Context: an optimization exercise on an open-source flow, tuned for small area and a short achievable clock period. The choices shown serve that exercise and are no tape-out recipe.
Only simulation tests tie the RTL to the original design; equivalence was not proved.
Power is estimated from default activity; no workload was simulated.

==> flow/design.v <==
`timescale 10ns / 1ps
module AGU_top(
    input clk,
    input rst,
    input AGU_enable,
    output logic [$clog2(8192/16)-1:0] MA0_idx,
    output logic [$clog2(8192/16)-1:0] MA1_idx,
    output logic [$clog2(8192/16)-1:0] MA2_idx,
    output logic [$clog2(8192/16)-1:0] MA3_idx,
    output logic [$clog2(8192/16)-1:0] MA4_idx,
    output logic [$clog2(8192/16)-1:0] MA5_idx,
    output logic [$clog2(8192/16)-1:0] MA6_idx,
    output logic [$clog2(8192/16)-1:0] MA7_idx,
    output logic [$clog2(8192/16)-1:0] MA8_idx,
    output logic [$clog2(8192/16)-1:0] MA9_idx,
    output logic [$clog2(8192/16)-1:0] MA10_idx,
    output logic [$clog2(8192/16)-1:0] MA11_idx,
    output logic [$clog2(8192/16)-1:0] MA12_idx,
    output logic [$clog2(8192/16)-1:0] MA13_idx,
    output logic [$clog2(8192/16)-1:0] MA14_idx,
    output logic [$clog2(8192/16)-1:0] MA15_idx,
    output logic [$clog2(16) + 1-1:0] BN0_idx,
    output logic [$clog2(16) + 1-1:0] BN1_idx,
    output logic [$clog2(16) + 1-1:0] BN2_idx,
    output logic [$clog2(16) + 1-1:0] BN3_idx,
    output logic [$clog2(16) + 1-1:0] BN4_idx,
    output logic [$clog2(16) + 1-1:0] BN5_idx,
    output logic [$clog2(16) + 1-1:0] BN6_idx,
    output logic [$clog2(16) + 1-1:0] BN7_idx,
    output logic [$clog2(16) + 1-1:0] BN8_idx,
    output logic [$clog2(16) + 1-1:0] BN9_idx,
    output logic [$clog2(16) + 1-1:0] BN10_idx,
    output logic [$clog2(16) + 1-1:0] BN11_idx,
    output logic [$clog2(16) + 1-1:0] BN12_idx,
    output logic [$clog2(16) + 1-1:0] BN13_idx,
    output logic [$clog2(16) + 1-1:0] BN14_idx,
    output logic [$clog2(16) + 1-1:0] BN15_idx,
    output logic AGU_done_out,
    output logic BN_MA_out_en,
    output logic [2:0] l_AGU_out
);
    logic [4:0] en_d;       
    logic       started;    
    logic       qpend;      
    logic [1:0] L;          
    logic [8:0] C;          
    logic e, first, wrap;
    logic [1:0] L_nxt;
    logic [8:0] C_nxt;
    assign e     = en_d[4];
    assign first = qpend;
    assign wrap  = (&C) | first;
    always_comb begin
        if (!e) begin
            C_nxt = 9'd0;
            L_nxt = L;
        end else if (wrap) begin
            C_nxt = 9'd0;
            L_nxt = (L == 2'd2) ? 2'd0 : L + 2'd1;
        end else begin
            C_nxt = C + 9'd1;
            L_nxt = L;
        end
    end
    always_ff @(posedge clk or posedge rst) begin
        if (rst) begin
            en_d <= 5'd0;
            started <= 1'b0;
            qpend   <= 1'b0;
            L    <= 2'd0;
            C    <= 9'd0;
        end else begin
            en_d <= {en_d[3:0], AGU_enable};
            started <= 1'b1;
            qpend   <= (~started & AGU_enable) | (qpend & ~e);
            L    <= L_nxt;
            C    <= C_nxt;
        end
    end
    logic [2:0] G;
    assign G = {e & (L == 2'd2), e & (L == 2'd1), e & (L == 2'd0)};
    logic [8:0] ma_d0, ma_d1;
    always_comb begin
        for (int k = 5; k < 9; k++) begin
            ma_d0[k] = (G[1] & C[13-k]) | (G[2] & C[9-k]);
            ma_d1[k] = ma_d0[k] | G[0];
        end
        for (int k = 1; k < 5; k++) begin
            ma_d0[k] = (G[0] & C[k+4]) | (G[2] & C[9-k]);
            ma_d1[k] = ma_d0[k] | G[1];
        end
        ma_d0[0] = (G[0] | G[1]) & C[4];
        ma_d1[0] = ma_d0[0] | G[2];
    end
    logic [3:0] S, dS;
    always_comb begin
        casez (C[7:0])
            8'b???????0: dS = 4'd1;
            8'b??????01: dS = (L == 2'd2) ? 4'd0  : 4'd1;
            8'b?????011: dS = (L == 2'd2) ? 4'd6  : 4'd1;
            8'b????0111: dS = (L == 2'd2) ? 4'd10 : 4'd1;
            8'b???01111: dS = (L == 2'd2) ? 4'd4  : 4'd2;
            8'b??011111: dS = (L == 2'd0) ? 4'd2  : 4'd1;
            8'b?0111111: dS = (L == 2'd0) ? 4'd2  : 4'd7;
            8'b01111111: dS = (L == 2'd0) ? 4'd2  : 4'd11;
            default:     dS = (L == 2'd0) ? 4'd3  : 4'd5;
        endcase
    end
    always_ff @(posedge clk or posedge rst) begin
        if (rst)               S <= 4'd0;
        else if (!e || wrap)   S <= 4'd0;
        else                   S <= S + dS;
    end
    logic eS0, eS0n, eS1, eS1n, eS2, eS2n, eS3, eS3n, x10;
    logic [3:0] cy2;
    logic [7:0] cy3;
    logic [1:0] bn_d0;
    logic [3:0] bn_d1;
    logic [7:0] bn_d2;
    logic [15:0] bn_d3;
    always_comb begin
        eS0 = e & S[0]; eS0n = e & ~S[0];
        eS1 = e & S[1]; eS1n = e & ~S[1];
        eS2 = e & S[2]; eS2n = e & ~S[2];
        eS3 = e & S[3]; eS3n = e & ~S[3];
        bn_d0[0] = eS0;
        bn_d0[1] = eS0n;
        bn_d1[0] = eS1;
        bn_d1[1] = S[0] ? eS1n : eS1;
        bn_d1[2] = eS1n;
        bn_d1[3] = S[0] ? eS1 : eS1n;
        for (int v = 0; v < 4; v++) begin
            cy2[v] = ({1'b0, S[1:0]} + v) >= 3'd4;
            bn_d2[v]     = cy2[v] ? eS2n : eS2;
            bn_d2[v + 4] = cy2[v] ? eS2 : eS2n;
        end
        for (int v = 0; v < 8; v++) begin
            cy3[v] = ({1'b0, S[2:0]} + v) >= 4'd8;
            bn_d3[v]     = cy3[v] ? eS3n : eS3;
            bn_d3[v + 8] = cy3[v] ? eS3 : eS3n;
        end
    end
    logic [1:0]  ma_r0, ma_r1, ma_r2, ma_r3, ma_r4, ma_r5, ma_r6, ma_r7, ma_r8;
    logic [1:0]  bn_r0;
    logic [3:0]  bn_r1;
    logic [7:0]  bn_r2;
    logic [15:0] bn_r3;
    always_ff @(posedge clk or posedge rst) begin
        if (rst) begin
            ma_r0 <= '0; ma_r1 <= '0; ma_r2 <= '0; ma_r3 <= '0; ma_r4 <= '0;
            ma_r5 <= '0; ma_r6 <= '0; ma_r7 <= '0; ma_r8 <= '0;
            bn_r0 <= '0; bn_r1 <= '0; bn_r2 <= '0; bn_r3 <= '0;
            AGU_done_out <= 1'b0;
            BN_MA_out_en <= 1'b0;
            l_AGU_out    <= 3'd0;
        end else begin
            ma_r0 <= {ma_d1[0], ma_d0[0]}; ma_r1 <= {ma_d1[1], ma_d0[1]};
            ma_r2 <= {ma_d1[2], ma_d0[2]}; ma_r3 <= {ma_d1[3], ma_d0[3]};
            ma_r4 <= {ma_d1[4], ma_d0[4]}; ma_r5 <= {ma_d1[5], ma_d0[5]};
            ma_r6 <= {ma_d1[6], ma_d0[6]}; ma_r7 <= {ma_d1[7], ma_d0[7]};
            ma_r8 <= {ma_d1[8], ma_d0[8]};
            bn_r0 <= bn_d0; bn_r1 <= bn_d1; bn_r2 <= bn_d2; bn_r3 <= bn_d3;
            AGU_done_out <= G[2] & (&C);
            BN_MA_out_en <= e;
            l_AGU_out    <= e ? {1'b0, L_nxt} : 3'd0;
        end
    end
    assign MA0_idx = {ma_r8[0], ma_r7[0], ma_r6[0], ma_r5[0], ma_r4[0], ma_r3[0], ma_r2[0], ma_r1[0], ma_r0[0]};
    assign MA1_idx = {ma_r8[0], ma_r7[0], ma_r6[0], ma_r5[1], ma_r4[0], ma_r3[0], ma_r2[0], ma_r1[1], ma_r0[0]};
    assign MA2_idx = {ma_r8[0], ma_r7[0], ma_r6[1], ma_r5[0], ma_r4[0], ma_r3[0], ma_r2[1], ma_r1[0], ma_r0[0]};
    assign MA3_idx = {ma_r8[0], ma_r7[0], ma_r6[1], ma_r5[1], ma_r4[0], ma_r3[0], ma_r2[1], ma_r1[1], ma_r0[0]};
    assign MA4_idx = {ma_r8[0], ma_r7[1], ma_r6[0], ma_r5[0], ma_r4[0], ma_r3[1], ma_r2[0], ma_r1[0], ma_r0[0]};
    assign MA5_idx = {ma_r8[0], ma_r7[1], ma_r6[0], ma_r5[1], ma_r4[0], ma_r3[1], ma_r2[0], ma_r1[1], ma_r0[0]};
    assign MA6_idx = {ma_r8[0], ma_r7[1], ma_r6[1], ma_r5[0], ma_r4[0], ma_r3[1], ma_r2[1], ma_r1[0], ma_r0[0]};
    assign MA7_idx = {ma_r8[0], ma_r7[1], ma_r6[1], ma_r5[1], ma_r4[0], ma_r3[1], ma_r2[1], ma_r1[1], ma_r0[0]};
    assign MA8_idx = {ma_r8[1], ma_r7[0], ma_r6[0], ma_r5[0], ma_r4[1], ma_r3[0], ma_r2[0], ma_r1[0], ma_r0[1]};
    assign MA9_idx = {ma_r8[1], ma_r7[0], ma_r6[0], ma_r5[1], ma_r4[1], ma_r3[0], ma_r2[0], ma_r1[1], ma_r0[1]};
    assign MA10_idx = {ma_r8[1], ma_r7[0], ma_r6[1], ma_r5[0], ma_r4[1], ma_r3[0], ma_r2[1], ma_r1[0], ma_r0[1]};
    assign MA11_idx = {ma_r8[1], ma_r7[0], ma_r6[1], ma_r5[1], ma_r4[1], ma_r3[0], ma_r2[1], ma_r1[1], ma_r0[1]};
    assign MA12_idx = {ma_r8[1], ma_r7[1], ma_r6[0], ma_r5[0], ma_r4[1], ma_r3[1], ma_r2[0], ma_r1[0], ma_r0[1]};
    assign MA13_idx = {ma_r8[1], ma_r7[1], ma_r6[0], ma_r5[1], ma_r4[1], ma_r3[1], ma_r2[0], ma_r1[1], ma_r0[1]};
    assign MA14_idx = {ma_r8[1], ma_r7[1], ma_r6[1], ma_r5[0], ma_r4[1], ma_r3[1], ma_r2[1], ma_r1[0], ma_r0[1]};
    assign MA15_idx = {ma_r8[1], ma_r7[1], ma_r6[1], ma_r5[1], ma_r4[1], ma_r3[1], ma_r2[1], ma_r1[1], ma_r0[1]};
    assign BN0_idx = {1'b0, bn_r3[0], bn_r2[0], bn_r1[0], bn_r0[0]};
    assign BN1_idx = {1'b0, bn_r3[2], bn_r2[2], bn_r1[2], bn_r0[0]};
    assign BN2_idx = {1'b0, bn_r3[4], bn_r2[4], bn_r1[0], bn_r0[0]};
    assign BN3_idx = {1'b0, bn_r3[6], bn_r2[6], bn_r1[2], bn_r0[0]};
    assign BN4_idx = {1'b0, bn_r3[8], bn_r2[0], bn_r1[0], bn_r0[0]};
    assign BN5_idx = {1'b0, bn_r3[10], bn_r2[2], bn_r1[2], bn_r0[0]};
    assign BN6_idx = {1'b0, bn_r3[12], bn_r2[4], bn_r1[0], bn_r0[0]};
    assign BN7_idx = {1'b0, bn_r3[14], bn_r2[6], bn_r1[2], bn_r0[0]};
    assign BN8_idx = {1'b0, bn_r3[1], bn_r2[1], bn_r1[1], bn_r0[1]};
    assign BN9_idx = {1'b0, bn_r3[3], bn_r2[3], bn_r1[3], bn_r0[1]};
    assign BN10_idx = {1'b0, bn_r3[5], bn_r2[5], bn_r1[1], bn_r0[1]};
    assign BN11_idx = {1'b0, bn_r3[7], bn_r2[7], bn_r1[3], bn_r0[1]};
    assign BN12_idx = {1'b0, bn_r3[9], bn_r2[1], bn_r1[1], bn_r0[1]};
    assign BN13_idx = {1'b0, bn_r3[11], bn_r2[3], bn_r1[3], bn_r0[1]};
    assign BN14_idx = {1'b0, bn_r3[13], bn_r2[5], bn_r1[1], bn_r0[1]};
    assign BN15_idx = {1'b0, bn_r3[15], bn_r2[7], bn_r1[3], bn_r0[1]};
endmodule
Settings: LEC_CHECK=0, ABC_AREA=1, CAP_MARGIN=20, CORE_MARGIN=2, CORE_UTILIZATION=40, SETUP_SLACK_MARGIN=5, SLEW_MARGIN=20; clock period 8.0 ns.
standard.sh (not shown) runs the stock make flow with config.mk's settings and CLKGATE_MAP_FILE= SYNTH_SCRIPT=/design/flow/synth_recipe.tcl, a recipe that flattens the netlist after the stock synthesis.
==> flow/flow/run.sh <==
#!/bin/bash
# Standard ORFS layout, with the smallest buffer (buf_1) on every input and
# output port, clock tree synthesis without dummy loads, and one shared tie
# cell for the constant outputs.
set -euo pipefail
export BUFFER_PORTS_ARGS="-buffer_cell sky130_fd_sc_hd__buf_1"
export CTS_ARGS="-sink_clustering_enable -repair_clock_nets -dont_use_dummy_load"
export SKIP_REPAIR_TIE_FANOUT=1
bash standard.sh > standard_flow.log 2>&1
Next try:
--- a/flow/design.v
+++ b/flow/design.v
@@ -89,30 +89,34 @@
             ma_d0[k] = (G[0] & C[k+4]) | (G[2] & C[9-k]);
             ma_d1[k] = ma_d0[k] | G[1];
         end
         ma_d0[0] = (G[0] | G[1]) & C[4];
         ma_d1[0] = ma_d0[0] | G[2];
     end
-    logic [3:0] S, dS;
-    always_comb begin
-        casez (C[7:0])
-            8'b???????0: dS = 4'd1;
-            8'b??????01: dS = (L == 2'd2) ? 4'd0  : 4'd1;
-            8'b?????011: dS = (L == 2'd2) ? 4'd6  : 4'd1;
-            8'b????0111: dS = (L == 2'd2) ? 4'd10 : 4'd1;
-            8'b???01111: dS = (L == 2'd2) ? 4'd4  : 4'd2;
-            8'b??011111: dS = (L == 2'd0) ? 4'd2  : 4'd1;
-            8'b?0111111: dS = (L == 2'd0) ? 4'd2  : 4'd7;
-            8'b01111111: dS = (L == 2'd0) ? 4'd2  : 4'd11;
-            default:     dS = (L == 2'd0) ? 4'd3  : 4'd5;
+    logic [3:0] S, dS, dS_nxt, dS_odd;
+    always_comb begin
+        casez (C[7:1])
+            7'b??????0: dS_odd = (L == 2'd2) ? 4'd0  : 4'd1;
+            7'b?????01: dS_odd = (L == 2'd2) ? 4'd6  : 4'd1;
+            7'b????011: dS_odd = (L == 2'd2) ? 4'd10 : 4'd1;
+            7'b???0111: dS_odd = (L == 2'd2) ? 4'd4  : 4'd2;
+            7'b??01111: dS_odd = (L == 2'd0) ? 4'd2  : 4'd1;
+            7'b?011111: dS_odd = (L == 2'd0) ? 4'd2  : 4'd7;
+            7'b0111111: dS_odd = (L == 2'd0) ? 4'd2  : 4'd11;
+            default:    dS_odd = (L == 2'd0) ? 4'd3  : 4'd5;
         endcase
+        dS_nxt = (e && !wrap && !C[0]) ? dS_odd : 4'd1;
     end
     always_ff @(posedge clk or posedge rst) begin
-        if (rst)               S <= 4'd0;
-        else if (!e || wrap)   S <= 4'd0;
-        else                   S <= S + dS;
+        if (rst) begin
+            S  <= 4'd0;
+            dS <= 4'd1;
+        end else begin
+            S  <= (!e || wrap) ? 4'd0 : S + dS;
+            dS <= dS_nxt;
+        end
     end
     logic eS0, eS0n, eS1, eS1n, eS2, eS2n, eS3, eS3n, x10;
     logic [3:0] cy2;
     logic [7:0] cy3;
     logic [1:0] bn_d0;
     logic [3:0] bn_d1;
Via count went up slightly.
Combinational power went down by about a fifth.
Utilization went down by 0.83 points.
Cell area went up slightly.
Fmax went down by a few percent.
Flip-flop and latch count went up by 4.
Wire length went up slightly.
Clock skew went down by 0.0051 ns.

-- separate check: timing with driven ports --
The flow's constraints put no driver on any port. The routed layouts listed below were extracted and timed again, unchanged, in two steps. Step 1, drivers: a clkbuf_16 drives clk and a buf_2 each remaining input, both assumed. Step 2 moves the port delays by t, midway between the first and last clock arrival at a register: inputs arrive t later, outputs are due t later. That takes back most of the time a late clock gives input paths. Slacks: no drivers / after step 1 / after step 2; pairs: no drivers / after step 1.
run	t (ns)	setup WS [ns]	worst setup path after step 2
the first run	0.369	5.409 / 5.380 / 5.452	register to register
the second run	0.374	5.327 / 5.295 / 5.453	input, reset recovery
After both steps every run listed still meets setup and hold. Setup slack includes reset recovery checks.
